This is an optimization exercise on Yosys and OpenROAD, whose aim is small area, a short achievable clock period and few clock cycles per item, not a production implementation.
Where RTL was checked, it was by simulation tests only, not by an equivalence proof against the original.
No functional check of the RTL was part of run 4.

File: design/flow/design.v
module cordic (
    input  wire               clk,
    input  wire               rst_n,
    input  wire               start,
    input  wire signed [15:0] angle_in,
    output wire signed [15:0] cos_out,
    output wire signed [15:0] sin_out,
    output reg                done
);
    localparam signed [15:0] K = 16'sd9949;
    reg signed [15:0] x, y, z;
    reg [3:0] cnt;       
    reg [3:0] cntb;      
    reg px;              
    reg busy;
    wire [15:0] atan_i =
          ({16{cnt == 4'd1}} & 16'h1DAC) | ({16{cnt == 4'd2}} & 16'h0FAE)
        | ({16{cnt == 4'd3}} & 16'h07F5) | ({16{cnt == 4'd4}} & 16'h03FF)
        | ({16{cnt == 4'd5}} & 16'h0200) | ({16{cnt == 4'd6}} & 16'h0100)
        | ({16{cnt == 4'd7}} & 16'h0080) | ({16{cnt == 4'd8}} & 16'h0040)
        | ({16{cnt == 4'd9}} & 16'h0020) | ({16{cnt == 4'd10}} & 16'h0010)
        | ({16{cnt == 4'd11}} & 16'h0008) | ({16{cnt == 4'd12}} & 16'h0004)
        | ({16{cnt == 4'd13}} & 16'h0002) | ({16{cnt == 4'd14}} & 16'h0001);
    wire dz = ~z[15];                        
    wire signed [15:0] yc = y ^ {16{px}};
    wire signed [15:0] xc = x ^ {16{z[15]}};      
    wire signed [15:0] ysh = yc >>> cnt;
    wire signed [15:0] xsh = xc >>> (~cntb);
    wire [15:0] x_n = x + ysh + {15'd0, px};
    wire [15:0] y_n = y + xsh + {15'd0, z[15]};
    wire [15:0] z_n = z + (atan_i ^ {16{dz}}) + {15'd0, dz};
    wire d0 = ~angle_in[15];
    wire [15:0] z1 = d0 ? angle_in - 16'h3244 : angle_in + 16'h3244;
    wire [15:0] z_v = start ? z1 : z_n;
    always @(posedge clk) begin
        if (start) begin
            x   <= K;
            y   <= d0 ? K : -K;
        end else begin
            x   <= x_n;
            y   <= y_n;
        end
        if (start) begin
            cnt  <= 4'd1;
            cntb <= ~4'd1;
        end else begin
            cnt  <= cnt + 4'd1;
            cntb <= cntb - 4'd1;
        end
    end
    always @(posedge clk) begin
        z  <= z_v;
        px <= ~z_v[15];
    end
    wire last = (cnt == 4'd14);
    always @(posedge clk or negedge rst_n) begin
        if (!rst_n) begin
            busy <= 1'b0;
            done <= 1'b0;
        end else begin
            busy <= start | (busy & ~last);
            done <= busy & last;
        end
    end
    assign cos_out = x;
    assign sin_out = y;
endmodule
File: design/flow/run.sh
#!/bin/bash
# synth_recipe.tcl (not shown) runs the flow's synth.tcl, then flattens the netlist and writes it again
# the make line also repeats each setting of config.mk as NAME=value (left out here)
make -C /OpenROAD-flow-scripts/flow DESIGN_CONFIG=/design/flow/config.mk WORK_HOME=/design/flow/orfs CLKGATE_MAP_FILE= SYNTH_SCRIPT=/design/flow/synth_recipe.tcl finish
File: design/flow/config.mk
export PLATFORM = sky130hd
export DESIGN_NAME = cordic
export DESIGN_NICKNAME = cordic
export VERILOG_FILES = /design/flow/design.v
export SDC_FILE = /design/flow/constraint.sdc
export NUM_CORES = 4
export LEC_CHECK = 0
export ABC_AREA = 1
export CAP_MARGIN = 20
export CORE_MARGIN = 2
export CORE_UTILIZATION = 45
export CTS_BUF_LIST = sky130_fd_sc_hd__clkbuf_8
export CTS_CLUSTER_SIZE = 20
export SETUP_SLACK_MARGIN = 3.85
export SLEW_MARGIN = 20
File: design/flow/constraint.sdc
create_clock -name core_clock -period 7.0 [get_ports {clk}]
set_input_delay 1.4000 -clock core_clock [delete_from_list [all_inputs] [get_ports {clk}]]
set_output_delay 1.4000 -clock core_clock [all_outputs]
set_load 0.01 [all_outputs]
==> flow_summary.toml, run 1 <==
[status]
status = "timing/DRC/antenna clean"

[synth]
ys_top_cells_by_area = "dfxtp_1 18%, nand2_1 16%, ha_1 12%"
async_reset_ff_share_pct = 3.39
seq_area_frac_synth_pct = 18.4
synth_top_area_share_pct = 17.6
ys_ff_latch = 59
synth-main-ff-cell = "dfxtp_1"
synth.largest_area_cell = "dfxtp_1"
synth-xor-area-share_pct = 7.68
synthAdderAreaFrac_pct = 13.4
synth_edf_count = 0
yosys_warnings = 1
synthCells = 1035
synth_cell_types = 47
synth-compound-area-share_pct = 19.0
ys_top_cells_by_count = "280 x nand2_1, 110 x inv_1, 89 x nand3_1"
syn_nets = 1120
synth_mux_area_share_pct = 0.617
yosysMostFrequentCell = "nand2_1"
netlist_area_um2 = 6490
syn-mean-instance-area_um2 = 6.27
synth_top_family_by_area = "simple AND/OR/NAND/NOR gates"
synthSimpleGateAreaFrac_pct = 31.6

[worst_setup_path]
cp-end-kind = "flip-flop"
crit_type = "reg -> reg"
worstPathMaxFanout = 8
startpoint_type = "flip-flop"
critPathArrivalTime_ns = 3.20
critPathRequiredTime_ns = 7.24

[clock_tree]
cts_inserted_buffers = 9
cts_tree = "yes"
clk_pin_slew_ns = 0.08
clockBufferDepth = 2
htreeDepth = 3
worstSkewPairLatency_ns = 0.38
clock_sink_count = 59
root_buffer = "clkbuf_8"

[cells_and_area]
area_delta_synth_final_pct = 17.0
fin_nets = 1171
layout-drive-gt1-share_pct = 8.89
fillers = 1452
n_antenna_cell = 0

[flow_run]
cap_violations = 0

[timing]
finalCritPeriodShare_pct = 42.3
min_period_ns = 2.96
finalHoldViolCount = 0
slew_violations = 0
setup_violations = 0
setup_slack_ns = 4.04
rsz0062_at_grt = "true"
worstMarginPinSlew_ns = 0.665
max_freq_mhz = 338
setup_tns_ns = 0
final.setup_skew_ns = 0.00872
relSlewSlack_pct = 55.6

[grt]
antenna_found_initial = 0
grt_pass1_vias = 6166
grt_max_degree = 34
overflow = 0
grt_first_pass_wirelength_mm = 29.7
grt_usage_pct = 24.8

[route]
via_per_inst = 5.28
drt_iter0_drc = 379
drtPass1Iterations = 5
wl_met1_mm = 8.48
routed.top_layer = "met4"
detail-route-antenna-nets = 0
drc = 0
drt-wirelength-per-cell_um = 14.8
vias = 6710
wl_met2_mm = 9.22
wl_mm = 18.8
wl_met3_um = 687

[floorplan]
row_count = 43
coreArea_um2 = 14000
die_h_um = 124
die_w_um = 124
start_util_pct = 46.4
dieArea_um2 = 15400
ios = 52

[placement]
dp_slack_ns = 3.17
port_buffers = 51
dp_hpwl_mm = 14.7
place_congestion = 0.912

[min_path]
hold_path_class = "reg -> reg"
## kinds of logic after synthesis
family / after synthesis
buffers and inverters: 144
DFF: 59
xor gates and xnor gates: 56
adders and majority gates: 66
AOI/OAI and AO/OA: 225
muxes: 4
and+or+nand+nor: 481
## repair_timing
action	4_1_cts	5_1_grt
setup endpoints to repair	37	30
resized for setup	16	58
hold buffers	0	0
pin swaps	0	6
gates cloned	1	1
setup buffers	1	14
## routing by layer
layer,up-vias,GRT usage [%]
li1,3542,-
met1,3009,30.7
met2,132,43.4
met3,27,5.08
met4,0,7.44
met5,-,0
## area by class of cell
class                      instances  area [um2]  share of cell area, %
multi-input combinational        832        4800                   63.2
sequential                        59        1220                   16.1
timing repair buffer              68         669                   8.82
inverter                         114         449                   5.92
tap                              180         225                   2.97
clock buffer                       9         124                   1.63
clock inverter                     7        92.6                   1.22
timing repair inverter             2        15.0                  0.198
## worst max-delay path, cell delays in order, from the launching register on
cell     delay [ns]
dfxtp_4        0.45
buf_8          0.16
buf_4          0.13
xor2_2         0.14
nand2_1        0.06
o21ai_1        0.11
nand2_1        0.07
nand3_1        0.12
nand3_2        0.10
fa_2           0.35
inv_2          0.07
fa_2           0.20
nand3_1        0.08
nand2_2        0.10
inv_1          0.07
o21ai_2        0.17
inv_1          0.08
nor2_2         0.15
nand2_1        0.08
nand3_1        0.07
nand3_1        0.07
## registers in the layout (all words and copies together), names as in the netlist
name	cells
cnt	4
x	16
y	16
done	1
busy	1
z	16
px	1
cntb	4
## worst paths after layout
path                                 from          endpoint  cells past startpoint  slack [ns]
setup / recovery               px$_DFF_P_  x[10]$_SDFF_PP1_                     20        4.04
hold / removal             busy$_DFF_PN0_    busy$_DFF_PN0_                      2        0.48
setup reg to reg               px$_DFF_P_  x[10]$_SDFF_PP1_                     20        4.04
hold reg to reg            busy$_DFF_PN0_    busy$_DFF_PN0_                      2        0.48
max in group asynchronous           rst_n    done$_DFF_PN0_                      1        5.70
min in group asynchronous           rst_n    busy$_DFF_PN0_                      1        1.18
## through the flow
stage | utilization (%) | std cells | hold slack, ns | instance area (um2)
CTS | 52.3 | 1256 | 0.484 | 7320
global route | 54.3 | 1271 | 0.513 | 7590
floorplan | - | 1035 | 0.442 | 6490
finish | 54.3 | 1271 | 0.479 | 7590
detailed placement | 50.5 | 1238 | 0.464 | 7060
global placement | 50.5 | 1238 | 0.456 | 7060
## cell usage in the layout (no fill, tap or decap), types with 4 or more instances in the layout
cell / count
nor3_1: 13
nand3_2: 5
dfxtp_4: 6
nand2_2: 8
nand2_1: 279
a31oi_1: 6
ha_1: 60
o21ai_1: 26
clkinvlp_4: 8
xor2_2: 4
clkbuf_8: 9
clkdlybuf4s50_1: 50
nand3_1: 87
dfxtp_1: 47
dfxtp_2: 4
inv_2: 4
o211ai_1: 14
buf_4: 13
inv_1: 105
o21ai_2: 5
xnor2_2: 4
fa_1: 4
a21o_1: 7
xor2_1: 27
nor2_1: 66
o21ai_0: 71
a21oi_1: 78
xnor2_1: 21
o21bai_1: 6
nand3b_1: 5
Testbench counts, summed over its fixed seeds: cycles 24,008, items 1,600.
==> inputs of run 2 (changes only) <==
--- a/design/flow/config.mk
+++ b/design/flow/config.mk
@@ -11,5 +11,5 @@
 export CORE_UTILIZATION = 45
 export CTS_BUF_LIST = sky130_fd_sc_hd__clkbuf_8
 export CTS_CLUSTER_SIZE = 20
-export SETUP_SLACK_MARGIN = 3.85
+export SETUP_SLACK_MARGIN = 3.92
 export SLEW_MARGIN = 20
==> run 2 against run 1 <==
Design area grew 1.5%; worst setup slack gained 0.038 ns; die area is the same; maximum frequency grew 1.3%; synthesized cell count is the same.
==> flow_summary.toml, run 2 <==
[grt]
grt_max_degree = 34
antenna_found_initial = 0
overflow = 0
grt_first_pass_wirelength_mm = 29.9
grt_usage_pct = 25.0
grt_pass1_vias = 6204

[worst_setup_path]
timing.rr.end = "x[10]$_SDFF_PP1_"
critPathRequiredTime_ns = 7.26
cp_top_family = "adder cells"
cpMostUsedCell = "nor2_1"
cp-end-kind = "flip-flop"
rr_startpoint = "px$_DFF_P_"
critPathArrivalTime_ns = 3.19
path_cells = "clkdlybuf4s50_1 -> fa_1 -> a21oi_1 -> nor2_1 -> nor3_1 -> nor2_1"
worstPathMaxFanout = 4
r2r_slack_ns = 4.09
startpoint_type = "primary input"
ff2ff_path_depth = 20
critPathBufInv = 1
slowest_delay_ns = 0.56
cpMaxStageDelayCell = "fa_1"
crit_type = "in -> reg"

[timing]
hold_ws_ns = 0.478
setup_violations = 0
final.setup_skew_ns = 0.00867
setup_tns_ns = 0
worstMarginPinSlew_ns = 0.666
rsz0062_at_grt = "true"
min_period_ns = 2.92
finalCritPeriodShare_pct = 41.8
slew_violations = 0
relSlewSlack_pct = 55.6
finalHoldViolCount = 0
max_freq_mhz = 342

[cells_and_area]
fin_nets = 1176
fillers = 1444
top_regs = "x (16), y (16), z (16)"
multi_input_area_um2 = 4870
final-seq-area_um2 = 1220
final_common_cell = "nand2_1"
fin_area_um2 = 7700
area_delta_synth_final_pct = 18.7
final_cell_mix = "277 x nand2_1, 104 x inv_1, 86 x nand3_1, 77 x a21oi_1"
layout-drive-gt1-share_pct = 10.3
n_antenna_cell = 0

[floorplan]
die_w_um = 124
dieArea_um2 = 15400
die_h_um = 124
row_count = 43
coreArea_um2 = 14000
ios = 52
start_util_pct = 46.4

[synth]
synthCells = 1035
synth-main-ff-cell = "dfxtp_1"
async_reset_ff_share_pct = 3.39
synth_cell_types = 47
synth_top_area_share_pct = 17.6
netlist_area_um2 = 6490
ys_top_cells_by_count = "280 x nand2_1, 110 x inv_1, 89 x nand3_1"
syn-mean-instance-area_um2 = 6.27
ys_ff_latch = 59
synth.largest_area_cell = "dfxtp_1"
synth_edf_count = 0
syn_nets = 1120
ys_top_cells_by_area = "dfxtp_1 18%, nand2_1 16%, ha_1 12%"
yosysMostFrequentCell = "nand2_1"
yosys_warnings = 1
seq_area_frac_synth_pct = 18.4

[clock_tree]
holdBufCountCts = 0
clk_pin_slew_ns = 0.08
clockBufferDepth = 2
cts_inserted_buffers = 9
worstSkewPairLatency_ns = 0.38
clock_sink_count = 59
htreeDepth = 3
root_buffer = "clkbuf_8"
cts_tree = "yes"

[route]
drtPass1Iterations = 5
wl_mm = 19.1
drc = 0
vias = 6747
drt-wirelength-per-cell_um = 15.0
drt_iter0_drc = 456
via_per_inst = 5.29
detail-route-antenna-nets = 0

[min_path]
hold_end = "busy$_DFF_PN0_"
hp-start = "busy$_DFF_PN0_"
hold_path_class = "reg -> reg"
worstHoldPathCells = 2

[placement]
dp_hpwl_mm = 14.7
placed_cell_area_um2 = 7060
port_buffers = 51
place_congestion = 0.912

[status]
status = "timing/DRC/antenna clean"

[flow_run]
cap_violations = 0
-- run 2: cells by family (layout without fill, tap and decap cells) --
family	after synthesis	in the layout	synth area share [%]
mux	4	4	0.617
xor+xnor	56	56	7.68
simple gates	481	481	31.6
buf+inv	144	205	9.28
flops	59	59	18.4
fa+ha+maj	66	66	13.4
compound gates	225	225	19.0
-- run 2: worst register-to-register path, stage by stage (launching register included) --
cell and delay [ns]:
dfxtp_4 0.35, buf_4 0.17, buf_4 0.17, xor2_2 0.18, nand2_1 0.08, o21ai_2 0.07, nand2_1 0.06, nand3_1 0.11
nand3_2 0.09, fa_2 0.35, inv_2 0.08, fa_2 0.20, nand3_1 0.08, nand2_2 0.08, inv_1 0.07, o21ai_2 0.18
inv_1 0.08, nor2_2 0.15, nand2_1 0.09, nand3_1 0.07, nand3_1 0.08
-- run 2: layout make-up --
type	count	area share, %
multi-input combinational	832	63.2
inverter	114	5.91
clock inverter	7	1.20
timing repair buffer	73	9.10
tap	180	2.92
clock buffer	9	1.61
timing repair inverter	2	0.195
sequential	59	15.8
-- run 2: what timing repair did --
item	CTS	global route
resized for setup	20	70
cloned	2	0
buffers inserted	3	17
endpoints found under the setup margin	39	31
pin swaps	0	11
-- run 2: through the flow --
step                instances  utilization, %  setup slack (ns)
floorplan                1035               -              4.09
global placement         1238            50.5              3.13
detailed placement       1238            50.5              3.17
CTS                      1259            52.5              3.92
global route             1276            55.1              3.86
finish                   1276            55.1              4.08
-- run 2: how the worst max path moves through the flow --
stage / cells after the start / endpoint / startpoint
after floorplan: 16 / z[15]$_DFF_P_ / cnt[1]$_SDFF_PP0_
after global placement: 9 / z[8]$_DFF_P_ / angle_in[15]
after detailed placement: 9 / z[8]$_DFF_P_ / angle_in[15]
after CTS: 17 / y[14]$_DFF_P_ / z[15]$_DFF_P_
after global routing: 18 / y[14]$_DFF_P_ / z[15]$_DFF_P_
final: 6 / z[8]$_DFF_P_ / angle_in[2]
-- run 2: routing by layer --
metal  track usage (%)  vias up  share of wire (%)
met3              5.08       25                3.8
met5                 0        -                  0
met4              7.02        0                1.9
met2              44.0      137                 50
li1                  -     3550                  -
met1              30.8     3035                 44
==> inputs of run 3 (changes only) <==
--- a/design/flow/config.mk
+++ b/design/flow/config.mk
@@ -9,7 +9,8 @@
 export CAP_MARGIN = 20
 export CORE_MARGIN = 2
 export CORE_UTILIZATION = 45
-export CTS_BUF_LIST = sky130_fd_sc_hd__clkbuf_8
-export CTS_CLUSTER_SIZE = 20
-export SETUP_SLACK_MARGIN = 3.92
+export CTS_BUF_LIST = sky130_fd_sc_hd__clkbuf_2 sky130_fd_sc_hd__clkbuf_4
+export CTS_CLUSTER_DIAMETER = 25
+export CTS_CLUSTER_SIZE = 8
+export SETUP_SLACK_MARGIN = 3.85
 export SLEW_MARGIN = 20
==> run 3 against run 2 <==
Design area down 1.2%; die area unchanged; worst setup slack worse by 0.051 ns; first-iteration DRC count down 5.7%; global-route usage down 0.18 points; synthesized area unchanged; worst hold slack better by 0.011 ns; wire length down 1.4%; sequential cell count unchanged; non-clock buffer count up 4; critical endpoint is now sin_out[1]; highest routed layer unchanged.
==> flow_summary.toml, run 3 <==
[worst_setup_path]
worstPathMaxFanout = 4
slowest_delay_ns = 0.60
path_depth = 1
critPathRequiredTime_ns = 5.60
startpoint_type = "flip-flop"
cp-end-kind = "primary output"
cp_top_family = "buffers and inverters"
critPathArrivalTime_ns = 1.57
crit_type = "reg -> out"
path_cells = "clkdlybuf4s50_1"
ff2ff_path_depth = 20
critPathBufInv = 1
cpMaxStageDelayCell = "clkdlybuf4s50_1"

[grt]
grt_first_pass_wirelength_mm = 29.7
grt_pass1_vias = 6143
grt_max_degree = 34
grt_usage_pct = 24.8
overflow = 0
antenna_found_initial = 2

[timing]
relSlewSlack_pct = 54.2
final.setup_skew_ns = 0.0147
finalHoldViolCount = 0
rsz0062_at_grt = "true"
min_period_ns = 2.97
max_freq_mhz = 336
setup_tns_ns = 0
worstMarginPinSlew_ns = 0.687
finalCritPeriodShare_pct = 42.5
slew_violations = 0
setup_violations = 0

[clock_tree]
clk_pin_slew_ns = 0.11
holdBufCountCts = 0
root_buffer = "clkbuf_4"
clockBufferDepth = 2
clock_sink_count = 59
worstSkewPairLatency_ns = 0.47
cts_inserted_buffers = 9
cts_tree = "yes"
htreeDepth = 3

[placement]
port_buffers = 51
place_congestion = 0.912
dp_hpwl_mm = 14.7
placed_cell_area_um2 = 7060

[flow_run]
cap_violations = 0

[floorplan]
ios = 52
coreArea_um2 = 14000
die_w_um = 124
die_h_um = 124
row_count = 43
dieArea_um2 = 15400
start_util_pct = 46.4

[synth]
ys_ff_latch = 59
synth.largest_area_cell = "dfxtp_1"
synth-main-ff-cell = "dfxtp_1"
synth_edf_count = 0
syn_nets = 1120
netlist_area_um2 = 6490
ys_top_cells_by_area = "dfxtp_1 18%, nand2_1 16%, ha_1 12%"
synth_cell_types = 47
synthCells = 1035
ys_top_cells_by_count = "280 x nand2_1, 110 x inv_1, 89 x nand3_1"
async_reset_ff_share_pct = 3.39
seq_area_frac_synth_pct = 18.4
yosys_warnings = 1
syn-mean-instance-area_um2 = 6.27
yosysMostFrequentCell = "nand2_1"
synth_top_area_share_pct = 17.6

[route]
via_per_inst = 5.25
drt-wirelength-per-cell_um = 14.7
vias = 6732
wl_mm = 18.8
detail-route-antenna-nets = 0
drc = 0
drt_iter0_drc = 430
drtPass1Iterations = 5

[status]
status = "timing/DRC/antenna clean"

[cells_and_area]
final_common_cell = "nand2_1"
area_delta_synth_final_pct = 17.3
top_regs = "x (16), y (16), z (16)"
fin_nets = 1180
fin_area_um2 = 7610
layout-drive-gt1-share_pct = 9.55
final_cell_mix = "277 x nand2_1, 105 x inv_1, 88 x nand3_1, 78 x a21oi_1, 71 x o21ai_0"

[min_path]
hold_path_class = "reg -> reg"
worstHoldPathCells = 1
## run 3: path summary, 6_finish.rpt
check / start / endpoint / slack, ns
worst max-delay path: y[1]$_DFF_P_ / sin_out[1] / 4.03
worst min-delay path: cnt[0]$_SDFF_PP1_ / cnt[0]$_SDFF_PP1_ / 0.49
worst max register to register: px$_DFF_P_ / x[10]$_SDFF_PP1_ / 4.06
worst min register to register: cnt[0]$_SDFF_PP1_ / cnt[0]$_SDFF_PP1_ / 0.49
max in group asynchronous: rst_n / done$_DFF_PN0_ / 5.81
min in group asynchronous: rst_n / busy$_DFF_PN0_ / 1.07
## run 3: layer usage
layer / vias to the layer above / track usage [%] / part of all wire, %
met2: 109 / 43.2 / 49
met5: - / 0 / 0
met3: 29 / 4.35 / 3.2
met1: 3031 / 30.9 / 45
met4: 0 / 8.08 / 2.2
li1: 3563 / - / -
## run 3: logic make-up (layout without fill, tap and decap cells)
logic type / count (synthesis) / in the layout / share of synthesized area (%)
flops: 59 / 59 / 18.4
fa+ha+maj: 66 / 66 / 13.4
buf+inv: 144 / 209 / 9.28
simple gates: 481 / 481 / 31.6
other cells: 0 / 3 / 0
compound gates: 225 / 225 / 19.0
mux: 4 / 4 / 0.617
xor+xnor: 56 / 56 / 7.68
## run 3: area by class of cell
type	count	area, um2
Clock inverter	7	92.6
Timing Repair inverter	2	15.0
Fill cell	1462	6380
Tap cell	180	225
Sequential cell	59	1220
Clock buffer	9	67.6
Timing Repair Buffer	77	729
Inverter	114	444
Antenna cell	3	7.51
Multi-Input combinational cell	832	4810
## run 3: through the flow
step / utilization, % / hold WS [ns] / setup WS, ns / std cells
after global routing: 54.4 / 0.508 / 3.76 / 1283
after CTS: 51.8 / 0.494 / 3.85 / 1255
final: 54.4 / 0.489 / 4.03 / 1283
after detailed placement: 50.5 / 0.464 / 3.17 / 1238
after global placement: 50.5 / 0.456 / 3.13 / 1238
after floorplan: - / 0.442 / 4.09 / 1035
## run 3: timing repair
item | in CTS | in global routing
resized for setup | 15 | 51
cloned | 1 | 1
pin swaps | 0 | 6
buffers inserted | 0 | 24
endpoints found under the setup margin | 35 | 34
==> inputs of run 4 (changes only) <==
==> design/flow/design.v (replaced) <==
module cordic (
    input  wire               clk,
    input  wire               rst_n,
    input  wire               start,
    input  wire signed [15:0] angle_in,
    output wire signed [15:0] cos_out,
    output wire signed [15:0] sin_out,
    output reg                done
);
    localparam signed [15:0] K = 16'sd9949;
    reg signed [15:0] xc, yc;    
    reg signed [15:0] z;
    reg d;                       
    reg [3:0] cnt;               
    reg [3:0] cntb;              
    reg busy;
    wire [15:0] atan_i =
          ({16{cnt == 4'd1}} & 16'h1DAC) | ({16{cnt == 4'd2}} & 16'h0FAE)
        | ({16{cnt == 4'd3}} & 16'h07F5) | ({16{cnt == 4'd4}} & 16'h03FF)
        | ({16{cnt == 4'd5}} & 16'h0200) | ({16{cnt == 4'd6}} & 16'h0100)
        | ({16{cnt == 4'd7}} & 16'h0080) | ({16{cnt == 4'd8}} & 16'h0040)
        | ({16{cnt == 4'd9}} & 16'h0020) | ({16{cnt == 4'd10}} & 16'h0010)
        | ({16{cnt == 4'd11}} & 16'h0008) | ({16{cnt == 4'd12}} & 16'h0004)
        | ({16{cnt == 4'd13}} & 16'h0002) | ({16{cnt == 4'd14}} & 16'h0001);
    wire [15:0] x = xc ^ {16{~d}};
    wire [15:0] y = yc ^ {16{d}};
    wire signed [15:0] ysh = yc >>> cnt;
    wire signed [15:0] xsh = xc >>> (~cntb);
    wire [15:0] x_n = x + ysh + {15'd0, d};
    wire [15:0] y_n = y + xsh + {15'd0, ~d};
    wire dz = ~z[15];
    wire d0 = ~angle_in[15];
    wire [15:0] za = start ? angle_in : z;
    wire [15:0] ata = start ? 16'h3244 : atan_i;
    wire        dza = start ? d0 : dz;
    wire [15:0] z_n = za + (ata ^ {16{dza}}) + {15'd0, dza};
    wire        d_n = ~z_n[15];
    wire [15:0] x_v = start ? K : x_n;
    wire [15:0] y_v = start ? (d0 ? K : -K) : y_n;
    always @(posedge clk) begin
        xc <= x_v ^ {16{~d_n}};
        yc <= y_v ^ {16{d_n}};
        z  <= z_n;
        d  <= d_n;
        if (start) begin
            cnt  <= 4'd1;
            cntb <= ~4'd1;
        end else begin
            cnt  <= cnt + 4'd1;
            cntb <= cntb - 4'd1;
        end
    end
    wire last = (cnt == 4'd14);
    always @(posedge clk or negedge rst_n) begin
        if (!rst_n) begin
            busy <= 1'b0;
            done <= 1'b0;
        end else begin
            busy <= start | (busy & ~last);
            done <= busy & last;
        end
    end
    assign cos_out = x;
    assign sin_out = y;
endmodule
==> design/flow/config.mk (replaced) <==
export PLATFORM = sky130hd
export DESIGN_NAME = cordic
export DESIGN_NICKNAME = cordic
export VERILOG_FILES = /design/flow/design.v
export SDC_FILE = /design/flow/constraint.sdc
export NUM_CORES = 4
export LEC_CHECK = 0
export ABC_AREA = 1
export CAP_MARGIN = 20
export CORE_MARGIN = 2
export CORE_UTILIZATION = 55
export SETUP_SLACK_MARGIN = 3.7
export SLEW_MARGIN = 20
==> run 4 against run 3 <==
Core utilization is 19 points higher; first-iteration DRC count grew 51%; critical path type is now in -> reg; sequential cell count did not move; critical path depth up 17; register-to-register slack got worse by 0.56 ns; still clean on timing, DRC and antenna.
==> flow_summary.toml, run 4 <==
[placement]
port_buffers = 51
dp_slack_ns = 2.02
placed_cell_area_um2 = 6580
place_congestion = 1.02
dp_hpwl_mm = 13.6

[timing]
finalHoldViolCount = 0
rsz0062_at_grt = "true"
slew_violations = 0
relSlewSlack_pct = 65.3
finalCritPeriodShare_pct = 51.7
max_freq_mhz = 276
min_period_ns = 3.62
final.setup_skew_ns = 0.00977
hold_ws_ns = 0.500
setup_slack_ns = 3.38
setup_tns_ns = 0
worstMarginPinSlew_ns = 0.519
setup_violations = 0

[synth]
ys_top_cells_by_count = "279 x nand2_1, 93 x nand3_1, 85 x o21ai_0"
syn-mean-instance-area_um2 = 6.36
synth.largest_area_cell = "dfxtp_1"
netlist_area_um2 = 6050
yosysMostFrequentCell = "nand2_1"
syn_nets = 1021
seq_area_frac_synth_pct = 19.7
ys_ff_latch = 59
synth_top_area_share_pct = 18.9
yosys_warnings = 1
async_reset_ff_share_pct = 3.39
ys_top_cells_by_area = "dfxtp_1 19%, nand2_1 17%, ha_1 9.9%"
synth-main-ff-cell = "dfxtp_1"
synth_edf_count = 0
synthCells = 951
synth_cell_types = 46

[floorplan]
die_h_um = 109
die_w_um = 109
coreArea_um2 = 10800
row_count = 38
ios = 52
dieArea_um2 = 11800
start_util_pct = 56.0

[cells_and_area]
n_antenna_cell = 0
area_delta_synth_final_pct = 31.6
final_cell_mix = "262 x nand2_1, 91 x nand3_1, 65 x inv_1, 57 x o21ai_0, 52 x xor2_1"
layout-drive-gt1-share_pct = 18.4
final_common_cell = "nand2_1"
top_regs = "xc (16), yc (16), z (16)"
fin_area_um2 = 7960
fin_nets = 1109

[worst_setup_path]
worstPathMaxFanout = 8
r2r_slack_ns = 3.50
critPathRequiredTime_ns = 7.22
cp-end-kind = "flip-flop"
slowest_delay_ns = 0.33
crit_type = "in -> reg"
path_cells = "buf_12 -> buf_12 -> inv_16 -> nand2_8 -> nand2_8 -> nand2_1 -> o21a_1 -> ha_1 -> nand2_2 -> nor2_1 -> nand2_1 -> o21ai_2 -> nand3_2 -> nand2_4 -> nand2_8 -> nand2_8 -> inv_8 -> xor2_1"
cpMaxStageDelayCell = "ha_1"
startpoint_type = "primary input"
cpMostUsedCell = "nand2_8"
critPathArrivalTime_ns = 3.84

[route]
via_per_inst = 6.03
drtPass1Iterations = 6
detail-route-antenna-nets = 0
drt-wirelength-per-cell_um = 18.5
drc = 0
wl_mm = 21.9
drt_iter0_drc = 649
vias = 7134

[clock_tree]
cts_inserted_buffers = 9
htreeDepth = 3
clk_pin_slew_ns = 0.07
root_buffer = "clkbuf_8"
clockBufferDepth = 2
clock_sink_count = 59
worstSkewPairLatency_ns = 0.35
cts_tree = "yes"

[grt]
grt_first_pass_wirelength_mm = 31.3
grt_usage_pct = 34.0
grt_max_degree = 30
overflow = 0
grt_pass1_vias = 6473
antenna_found_initial = 0

[flow_run]
cap_violations = 0

[status]
status = "timing/DRC/antenna clean"

[min_path]
hold_path_class = "reg -> reg"
[run 4: worst paths after layout]
check                                   from        endpoint  cells past startpoint
setup / recovery                       start  yc[14]$_DFF_P_                     18
hold / removal                busy$_DFF_PN0_  busy$_DFF_PN0_                      2
setup reg to reg           cnt[1]$_SDFF_PP0_  xc[14]$_DFF_P_                     21
hold reg to reg               busy$_DFF_PN0_  busy$_DFF_PN0_                      2
max in group asynchronous              rst_n  busy$_DFF_PN0_                      1
min in group asynchronous              rst_n  done$_DFF_PN0_                      1
[run 4: cell families after synthesis]
kind of cell	count (synthesis)	synth area share, %
simple gates	447	31.1
compound gates	187	17.3
buf+inv	121	8.48
xor+xnor	83	12.0
flops	59	19.7
fa+ha+maj	51	10.9
mux	3	0.497
[run 4: critical path, delay by kind of cell]
| kind | cells | cell delay, ns |
|---|---|---|
| AO/OA/AOI/OAI | 2 | 0.38 |
| XOR/XNOR | 1 | 0.15 |
| adder cells (fa/ha/maj) | 1 | 0.33 |
| buffers and inverters | 4 | 0.37 |
| AND/OR/NAND/NOR | 10 | 1.18 |
[run 4: stage by stage]
| stage | std cells | utilization, % |
|---|---|---|
| floorplan | 951 | - |
| global route | 1184 | 73.7 |
| finish | 1184 | 73.7 |
| detailed placement | 1102 | 60.9 |
| global placement | 1102 | 60.9 |
| CTS | 1162 | 69.2 |
[run 4: area by class of cell]
cell class	count	area (um2)
Clock buffer	11	141
Clock inverter	5	52.6
Fill cell	804	2830
Inverter	79	344
Multi-Input combinational cell	776	4920
Sequential cell	59	1210
Tap cell	140	175
Timing Repair Buffer	111	1080
Timing Repair inverter	3	28.8
[run 4: metal layers]
metal	wire [um]	track usage, %	vias to the layer above
met3	1520	4.84	100
met2	10700	58.8	374
met5	0	0	-
met4	1040	14.2	0
li1	-	-	3341
met1	8660	42.2	3319
[run 4: repair_timing]
item / in CTS / in global routing
cloned: 8 / 1
pin swaps: 29 / 36
setup endpoints to repair: 80 / 41
endpoints found under the hold margin: 0 / 0
gates resized for setup: 90 / 83
hold buffers: 0 / 0
buffers inserted: 36 / 21

-- afterwards: timing with drivers on the ports --
The results above use ideal ports. As a check the final layouts listed here were re-extracted and re-timed, cells and wires unchanged.
Step 1, drivers: a clkbuf_16 drives clk and a buf_2 each remaining input, both assumed.
Step 2, shift: input delay + t, output delay - t, t = (earliest + latest rising clock arrival at the registers) / 2. This alone moves slack from input paths to output paths.
Slacks: ideal / step 1 / step 2; pairs: ideal / step 1.
| run | shift t [ns] | setup slack, ns | worst hold slack (ns) | clock arrival spread, ns |
|---|---|---|---|---|
| run 1 | 0.409 | 4.039 / 4.039 / 3.674 | 0.479 / 0.479 / 0.479 | 0.011 / 0.011 |
| run 2 | 0.410 | 4.077 / 4.086 / 3.686 | 0.478 / 0.478 / 0.478 | 0.009 / 0.009 |
| run 3 | 0.502 | 4.026 / 3.991 / 3.556 | 0.489 / 0.489 / 0.489 | 0.015 / 0.015 |
| run 4 | 0.378 | 3.380 / 3.369 / 2.991 | 0.500 / 0.500 / 0.500 | 0.010 / 0.010 |
After both steps every run listed still meets setup and hold. The setup slack of run 3, which loses most, moves by -0.035 ns with the drivers and by -0.470 ns with both steps.
